Background: an optimization exercise with open tools, aiming at small area, a short achievable clock period and few clock cycles per item. Do not read the settings as production practice. At most, simulation tests tie the RTL to the original design; equivalence was not proved. Power is estimated from default activity; no workload was simulated.

==> inputs of 05-09 <==
## mul_fu
module mul_fu (
    input  logic        clk,
    input  logic        rst_n,
    input  logic        in_valid,
    input  logic [3:0]  in_ctrl,
    input  logic [31:0] in_a,
    input  logic [31:0] in_b,
    input  logic [6:0]  in_tag,
    output logic        in_ready,
    output logic        out_req,
    output logic [6:0]  out_tag,
    output logic [31:0] out_data,
    input  logic        out_grant
);
==> module mul_fu, before the edit <==
module mul_fu (
    input  logic        clk,
    input  logic        rst_n,
    input  logic        in_valid,
    input  logic [3:0]  in_ctrl,
    input  logic [31:0] in_a,
    input  logic [31:0] in_b,
    input  logic [6:0]  in_tag,
    output logic        in_ready,
    output logic        out_req,
    output logic [6:0]  out_tag,
    output logic [31:0] out_data,
    input  logic        out_grant
);
    localparam logic [3:0] ALU_MUL = 4'd1;
    localparam int MIDW = 119;
    logic              s1_v, s2_v, q0_v, q1_v;
    logic [31:0]       s1_a;
    logic [15:0]       s1_one, s1_two, s1_neg;
    logic [6:0]        s1_tag, s2_tag, q0_tag, q1_tag;
    logic [MIDW-1:0]   s2_mid;
    logic [31:0]       q0_data, q1_data;
    logic [3:0]        occ;     
    logic              rdy;
    logic [MIDW-1:0]   mid_d;
    logic [31:0]       row0, row1, q0_d;
    mul_core u_core (
        .a(s1_a), .one(s1_one), .two(s1_two), .neg(s1_neg), .mid_d(mid_d), .mid_q(s2_mid), .row0(row0), .row1(row1)
    );
    add_or_hold u_add (.x(row0), .y(row1), .hold(q1_v), .h(q1_data), .s(q0_d));
    logic [15:0] enc_one, enc_two, enc_neg;
    logic [32:0] bx;
    assign bx = {in_b, 1'b0};
    always_comb begin
        for (int k = 0; k < 16; k++) begin
            enc_one[k] = bx[2*k+1] ^ bx[2*k];
            enc_two[k] = (bx[2*k+2] & ~bx[2*k+1] & ~bx[2*k]) | (~bx[2*k+2] & bx[2*k+1] & bx[2*k]);
            enc_neg[k] = bx[2*k+2];
        end
    end
    logic acc, del, s2_move, s1_en, s2_en, q0_en;
    assign acc     = in_valid & rdy;
    assign del     = q0_v & out_grant;
    assign s2_move = s2_v & ~q1_v;            
    assign s2_en   = ~s2_v | s2_move;
    assign s1_en   = ~s1_v | s2_en;
    assign q0_en   = ~q0_v | del;
    logic [3:0] occ_next;
    always_comb begin
        occ_next = occ;
        if (acc & ~del) occ_next = {occ[2:0], 1'b1};
        if (del & ~acc) occ_next = {1'b0, occ[3:1]};
    end
    always_ff @(posedge clk) begin
        if (!rst_n) begin
            s1_v <= 1'b0;
            s2_v <= 1'b0;
            q0_v <= 1'b0;
            q1_v <= 1'b0;
            occ  <= 4'd0;
            rdy  <= 1'b1;
        end else begin
            if (s1_en) s1_v <= acc;
            if (s2_en) s2_v <= s1_v;
            if (q0_en) q0_v <= q1_v | s2_v;
            q1_v <= q1_v ? ~del : (s2_move & q0_v & ~del);
            occ  <= occ_next;
            rdy  <= ~occ_next[3];
        end
    end
    always_ff @(posedge clk) begin
        if (s1_en) begin
            s1_a   <= (in_ctrl == ALU_MUL) ? in_a : 32'd0;
            s1_one <= enc_one;
            s1_two <= enc_two;
            s1_neg <= enc_neg;
            s1_tag <= in_tag;
        end
        if (s2_en) begin
            s2_mid <= mid_d;
            s2_tag <= s1_tag;
        end
        if (!q1_v) begin
            q1_data <= q0_d;
            q1_tag  <= s2_tag;
        end
        if (q0_en) begin
            q0_data <= q0_d;
            q0_tag  <= q1_v ? q1_tag  : s2_tag;
        end
    end
    assign in_ready = rdy;
    assign out_req  = q0_v;
    assign out_tag  = q0_tag;
    assign out_data = q0_data;
endmodule
==> module add_or_hold, before the edit <==
module add_or_hold (
    input  logic [31:0] x,
    input  logic [31:0] y,
    input  logic        hold,
    input  logic [31:0] h,
    output logic [31:0] s
);
    logic [31:0] p, g;
    logic [31:0] gl [6];
    logic [31:0] pl [6];
    assign p = x ^ y;
    assign g = x & y & {32{~hold}};
    assign gl[0] = g;
    assign pl[0] = p;
    for (genvar l = 0; l < 5; l++) begin : g_lvl
        for (genvar i = 0; i < 32; i++) begin : g_bit
            if (i >= (1 << l)) begin : g_op
                assign gl[l+1][i] = gl[l][i] | (pl[l][i] & gl[l][i - (1 << l)]);
                assign pl[l+1][i] = pl[l][i] & pl[l][i - (1 << l)];
            end else begin : g_pass
                assign gl[l+1][i] = gl[l][i];
                assign pl[l+1][i] = pl[l][i];
            end
        end
    end
    assign s = (hold ? h : p) ^ {gl[5][30:0], 1'b0};
endmodule
export LEC_CHECK = 0
export ABC_CLOCK_PERIOD_IN_PS = 2500
export CAP_MARGIN = 50
export CORE_MARGIN = 2
export CORE_UTILIZATION = 40
export SLEW_MARGIN = 70
export SYNTH_HIERARCHICAL = 1
export SYNTH_MINIMUM_KEEP_SIZE = 0
create_clock -name core_clock -period 10.0 [get_ports {clk}]
standard.sh (not shown) runs the stock make flow with config.mk's settings and CLKGATE_MAP_FILE= SYNTH_SCRIPT=/design/flow/synth_recipe.tcl, a recipe that flattens the netlist after the stock synthesis.
==> flow/flow/run.sh <==
#!/bin/bash
# Standard ORFS layout (the standard.sh), with the port buffers made plain
# buffers (buf_2) instead of the delay buffer buffer_ports picks by default.
set -euo pipefail
bash standard.sh synth > synth.log 2>&1
bash standard.sh BUFFER_PORTS_ARGS="-buffer_cell sky130_fd_sc_hd__buf_2" finish > layout.log 2>&1
==> inputs of 10-25, as changes to 05-09 <==
==> flow/run.sh (new file) <==
#!/bin/bash
# synth_recipe.tcl (not shown) runs the flow's synth.tcl, then flattens the netlist and writes it again
# the make line also repeats each setting of config.mk as NAME=value (left out here)
make -C /OpenROAD-flow-scripts/flow DESIGN_CONFIG=/design/flow/config.mk WORK_HOME=/design/flow/orfs CLKGATE_MAP_FILE= SYNTH_SCRIPT=/design/flow/synth_recipe.tcl finish
removed: flow/flow/run.sh
removed: flow/standard.sh
==> inputs of 09-28, as changes to 05-09 <==
--- a/flow/design.v
+++ b/flow/design.v
@@ -1226,9 +1226,9 @@
     logic              rdy;
     logic [MIDW-1:0]   mid_d;
-    logic [31:0]       row0, row1, q0_d;
+    logic [31:0]       row0, row1, res;
     mul_core u_core (
         .a(s1_a), .one(s1_one), .two(s1_two), .neg(s1_neg), .mid_d(mid_d), .mid_q(s2_mid), .row0(row0), .row1(row1)
     );
-    add_or_hold u_add (.x(row0), .y(row1), .hold(q1_v), .h(q1_data), .s(q0_d));
+    assign res = row0 + row1;
     logic [15:0] enc_one, enc_two, enc_neg;
     logic [32:0] bx;
@@ -1284,9 +1284,9 @@
         end
         if (!q1_v) begin
-            q1_data <= q0_d;
+            q1_data <= res;
             q1_tag  <= s2_tag;
         end
         if (q0_en) begin
-            q0_data <= q0_d;
+            q0_data <= q1_v ? q1_data : res;
             q0_tag  <= q1_v ? q1_tag  : s2_tag;
         end
@@ -1297,31 +1297,4 @@
     assign out_data = q0_data;
 endmodule
-module add_or_hold (
-    input  logic [31:0] x,
-    input  logic [31:0] y,
-    input  logic        hold,
-    input  logic [31:0] h,
-    output logic [31:0] s
-);
-    logic [31:0] p, g;
-    logic [31:0] gl [6];
-    logic [31:0] pl [6];
-    assign p = x ^ y;
-    assign g = x & y & {32{~hold}};
-    assign gl[0] = g;
-    assign pl[0] = p;
-    for (genvar l = 0; l < 5; l++) begin : g_lvl
-        for (genvar i = 0; i < 32; i++) begin : g_bit
-            if (i >= (1 << l)) begin : g_op
-                assign gl[l+1][i] = gl[l][i] | (pl[l][i] & gl[l][i - (1 << l)]);
-                assign pl[l+1][i] = pl[l][i] & pl[l][i - (1 << l)];
-            end else begin : g_pass
-                assign gl[l+1][i] = gl[l][i];
-                assign pl[l+1][i] = pl[l][i];
-            end
-        end
-    end
-    assign s = (hold ? h : p) ^ {gl[5][30:0], 1'b0};
-endmodule
 module fa_c (input logic x, y, z, output logic s, c);
     assign s = x ^ y ^ z;
==> flow/run.sh (new file) <==
#!/bin/bash
# synth_recipe.tcl (not shown) runs the flow's synth.tcl, then flattens the netlist and writes it again
# the make line also repeats each setting of config.mk as NAME=value (left out here)
make -C /OpenROAD-flow-scripts/flow DESIGN_CONFIG=/design/flow/config.mk WORK_HOME=/design/flow/orfs CLKGATE_MAP_FILE= SYNTH_SCRIPT=/design/flow/synth_recipe.tcl finish
--- a/flow/config.mk
+++ b/flow/config.mk
@@ -7,8 +7,8 @@
 export LEC_CHECK = 0
 export ABC_CLOCK_PERIOD_IN_PS = 2500
-export CAP_MARGIN = 50
+export CAP_MARGIN = 70
 export CORE_MARGIN = 2
 export CORE_UTILIZATION = 40
-export SLEW_MARGIN = 70
+export SLEW_MARGIN = 85
 export SYNTH_HIERARCHICAL = 1
 export SYNTH_MINIMUM_KEEP_SIZE = 0
removed: flow/flow/run.sh
removed: flow/standard.sh
==> inputs of 04-24, as changes to 05-09 <==
--- a/flow/design.v
+++ b/flow/design.v
@@ -1223,12 +1223,12 @@
     logic [MIDW-1:0]   s2_mid;
     logic [31:0]       q0_data, q1_data;
-    logic [3:0]        occ;     
+    logic [2:0]        cnt;
     logic              rdy;
     logic [MIDW-1:0]   mid_d;
-    logic [31:0]       row0, row1, q0_d;
+    logic [31:0]       row0, row1, res;
     mul_core u_core (
         .a(s1_a), .one(s1_one), .two(s1_two), .neg(s1_neg), .mid_d(mid_d), .mid_q(s2_mid), .row0(row0), .row1(row1)
     );
-    add_or_hold u_add (.x(row0), .y(row1), .hold(q1_v), .h(q1_data), .s(q0_d));
+    assign res = row0 + row1;
     logic [15:0] enc_one, enc_two, enc_neg;
     logic [32:0] bx;
@@ -1248,10 +1248,4 @@
     assign s1_en   = ~s1_v | s2_en;
     assign q0_en   = ~q0_v | del;
-    logic [3:0] occ_next;
-    always_comb begin
-        occ_next = occ;
-        if (acc & ~del) occ_next = {occ[2:0], 1'b1};
-        if (del & ~acc) occ_next = {1'b0, occ[3:1]};
-    end
     always_ff @(posedge clk) begin
         if (!rst_n) begin
@@ -1260,5 +1254,5 @@
             q0_v <= 1'b0;
             q1_v <= 1'b0;
-            occ  <= 4'd0;
+            cnt  <= 3'd0;
             rdy  <= 1'b1;
         end else begin
@@ -1267,6 +1261,6 @@
             if (q0_en) q0_v <= q1_v | s2_v;
             q1_v <= q1_v ? ~del : (s2_move & q0_v & ~del);
-            occ  <= occ_next;
-            rdy  <= ~occ_next[3];
+            cnt  <= cnt + {2'b0, acc} - {2'b0, del};
+            rdy  <= (cnt + {2'b0, acc} - {2'b0, del}) != 3'd4;
         end
     end
@@ -1284,9 +1278,9 @@
         end
         if (!q1_v) begin
-            q1_data <= q0_d;
+            q1_data <= res;
             q1_tag  <= s2_tag;
         end
         if (q0_en) begin
-            q0_data <= q0_d;
+            q0_data <= q1_v ? q1_data : res;
             q0_tag  <= q1_v ? q1_tag  : s2_tag;
         end
@@ -1297,31 +1291,4 @@
     assign out_data = q0_data;
 endmodule
-module add_or_hold (
-    input  logic [31:0] x,
-    input  logic [31:0] y,
-    input  logic        hold,
-    input  logic [31:0] h,
-    output logic [31:0] s
-);
-    logic [31:0] p, g;
-    logic [31:0] gl [6];
-    logic [31:0] pl [6];
-    assign p = x ^ y;
-    assign g = x & y & {32{~hold}};
-    assign gl[0] = g;
-    assign pl[0] = p;
-    for (genvar l = 0; l < 5; l++) begin : g_lvl
-        for (genvar i = 0; i < 32; i++) begin : g_bit
-            if (i >= (1 << l)) begin : g_op
-                assign gl[l+1][i] = gl[l][i] | (pl[l][i] & gl[l][i - (1 << l)]);
-                assign pl[l+1][i] = pl[l][i] & pl[l][i - (1 << l)];
-            end else begin : g_pass
-                assign gl[l+1][i] = gl[l][i];
-                assign pl[l+1][i] = pl[l][i];
-            end
-        end
-    end
-    assign s = (hold ? h : p) ^ {gl[5][30:0], 1'b0};
-endmodule
 module fa_c (input logic x, y, z, output logic s, c);
     assign s = x ^ y ^ z;
==> flow/run.sh (new file) <==
#!/bin/bash
# synth_recipe.tcl (not shown) runs the flow's synth.tcl, then flattens the netlist and writes it again
# the make line also repeats each setting of config.mk as NAME=value (left out here)
make -C /OpenROAD-flow-scripts/flow DESIGN_CONFIG=/design/flow/config.mk WORK_HOME=/design/flow/orfs CLKGATE_MAP_FILE= SYNTH_SCRIPT=/design/flow/synth_recipe.tcl finish
--- a/flow/config.mk
+++ b/flow/config.mk
@@ -7,8 +7,8 @@
 export LEC_CHECK = 0
 export ABC_CLOCK_PERIOD_IN_PS = 2500
-export CAP_MARGIN = 50
+export CAP_MARGIN = 20
 export CORE_MARGIN = 2
 export CORE_UTILIZATION = 40
-export SLEW_MARGIN = 70
+export SLEW_MARGIN = 20
 export SYNTH_HIERARCHICAL = 1
 export SYNTH_MINIMUM_KEEP_SIZE = 0
removed: flow/flow/run.sh
removed: flow/standard.sh
==> results.yml <==
run_status:
  status: "no timing/DRC/antenna violations"
setup_path:
  rrSetupSlack_ps: 6080
final_layout:
  multi_input_area_share: 0.521
  seq_share: 0.332
  fill_cells: 5155
  drive_gt1_frac: 0.225
  stdcell_count: 2525
  buffers: 163
place:
  dp_hpwl_um: 38500
global_route:
  grt_usage: 0.196
  antenna_found_initial: 0
  grt_pass1_vias: 14600
power:
  p_comb_frac: 0.573
  p_sw_mw: 3.46
  p_leak_nw: 8.47
synth:
  synthAdderAreaFrac: 0.216
drt:
  vias_per_cell: 5.46
# the run above: 04-24

==> results.yml <==
run_status:
  status: "no timing/DRC/antenna violations"
power:
  p_leak_nw: 8.99
  p_comb_frac: 0.563
synth:
  synthAdderAreaFrac: 0.211
final_layout:
  multi_input_area_share: 0.501
  buffers: 234
  drive_gt1_frac: 0.268
  seq_share: 0.329
  stdcell_count: 2604
global_route:
  antenna_found_initial: 1
  grt_usage: 0.199
# the run above: 10-25

==> results.yml <==
run_status:
  status: "no timing/DRC/antenna violations"
global_route:
  antenna_found_initial: 3
  grt_usage: 0.221
  grt_pass1_vias: 16900
power:
  p_sw_mw: 5.20
  p_leak_nw: 11.4
  p_comb_frac: 0.711
setup_path:
  rrSetupSlack_ps: 790
final_layout:
  drive_gt1_frac: 0.428
  multi_input_area_share: 0.502
  fill_cells: 4705
  buffers: 498
  seq_share: 0.273
  stdcell_count: 2880
place:
  dp_hpwl_um: 54100
drt:
  vias_per_cell: 5.40
synth:
  synthAdderAreaFrac: 0.213
# the run above: 09-28

==> results.yml <==
run_status:
  status: "no timing/DRC/antenna violations"
place:
  dp_hpwl_um: 41600
final_layout:
  stdcell_count: 2597
  fill_cells: 5301
  drive_gt1_frac: 0.331
  buffers: 231
  multi_input_area_share: 0.514
  seq_share: 0.337
power:
  pwr-share-clk: 0.161
  p_leak_nw: 8.92
  p_sw_mw: 3.46
  p_comb_frac: 0.561
timing:
  tns_ps: 0
synth:
  synthAdderAreaFrac: 0.211
  synth_top_family_by_area: "adder cells"
global_route:
  grt_pass1_vias: 14900
  antenna_found_initial: 0
setup_path:
  rrSetupSlack_ps: 6120
drt:
  vias_per_cell: 5.43
# the run above: 05-09

Testbench counts of 09-28, summed over its fixed seeds: cycles 2,374, items 2,048.
Only the layout flow was run in 05-09, 10-25 and 04-24; the RTL was not checked for function there.

==> job 4734 <==
mul_fu, a different RTL version from the one above (not shown whole).
export LEC_CHECK = 0
export ABC_CLOCK_PERIOD_IN_PS = 2500
export CAP_MARGIN = 30
export CORE_MARGIN = 2
export CORE_UTILIZATION = 60
export CTS_BUF_LIST = sky130_fd_sc_hd__clkbuf_4 sky130_fd_sc_hd__clkbuf_8
export SLEW_MARGIN = 50
export SYNTH_HIERARCHICAL = 1
export SYNTH_MINIMUM_KEEP_SIZE = 0
create_clock -name core_clock -period 10.0 [get_ports {clk}]
==> flow/flow/run.sh <==
#!/bin/bash
# Standard ORFS layout (the standard.sh), with the port buffers made plain
# buffers (buf_2) instead of the delay buffer buffer_ports picks by default.
set -euo pipefail
bash standard.sh synth > synth.log 2>&1
bash standard.sh BUFFER_PORTS_ARGS="-buffer_cell sky130_fd_sc_hd__buf_2" finish > layout.log 2>&1
==> job 7958 (differences from job 4734) <==
CTS_CLUSTER_DIAMETER = 50   (was not set)
CTS_CLUSTER_SIZE = 16   (was not set)
==> qor summary <==
metric                                               job 7958    job 4734
Slew @ Worst Pin                                     0.714 ns    0.738 ns
Post-layout instance count excluding filler cells        2243        2264
Proportion of power drawn by combinational gates        60.7%       59.5%
Total length of routed wires                          53.2 mm     53.4 mm
Vias per std cell                                        6.30        6.24
CTS buffer count                                           34          46
Number of signal-net buffers in the layout                173         172
Worst slack on hold paths                            0.428 ns    0.422 ns
Met1 usage in global routing                            40.2%       40.3%
Area of all placed cells without fillers            22200 um2   22400 um2
Outcome                      no timing/DRC/antenna violations  no timing/DRC/antenna violations
Total of clock buffers placed in the layout                37          67
Pwr dens                                           339 nW/um2  343 nW/um2
Total number of vias                                    14100       14100
Testbench counts of job 4734, summed over its fixed seeds: cycles 2,374, items 2,048.
Testbench counts of job 7958, summed over its fixed seeds: cycles 2,374, items 2,048.

-- what the ideal ports hide --
No port has a modelled driver above. Below, the same layouts with a new extraction and two added sets of constraints.
Step 1 sets driving cells, clkbuf_16 on the clock port and buf_2 on the other inputs (assumed; they add their load-dependent delay and slew).
Step 2 moves the port delays by t, midway between the first and last clock arrival at a register: inputs arrive t later, outputs are due t later. That takes back most of the time a late clock gives input paths.
Slacks: ideal / step 1 / step 2; pairs: ideal / step 1.
run	shift t [ns]	setup WS [ns]	worst setup path at the end	clock arrival spread, ns
05-09	0.609	6.123 / 6.123 / 6.123	register to register	0.040 / 0.040
10-25	0.609	6.078 / 6.078 / 6.078	register to register	0.054 / 0.055
09-28	0.624	0.787 / 0.787 / 0.787	register to register	0.022 / 0.022
04-24	0.602	6.078 / 6.078 / 5.856	input to register	0.022 / 0.022
job 4734	0.675	6.513 / 6.513 / 6.513	register to register	0.026 / 0.026
job 7958	0.649	6.493 / 6.493 / 6.493	register to register	0.034 / 0.034
After both steps every run listed still meets setup and hold. The setup slack of 04-24, which loses most, moves by 0.000 ns with the drivers and by -0.222 ns with both steps.
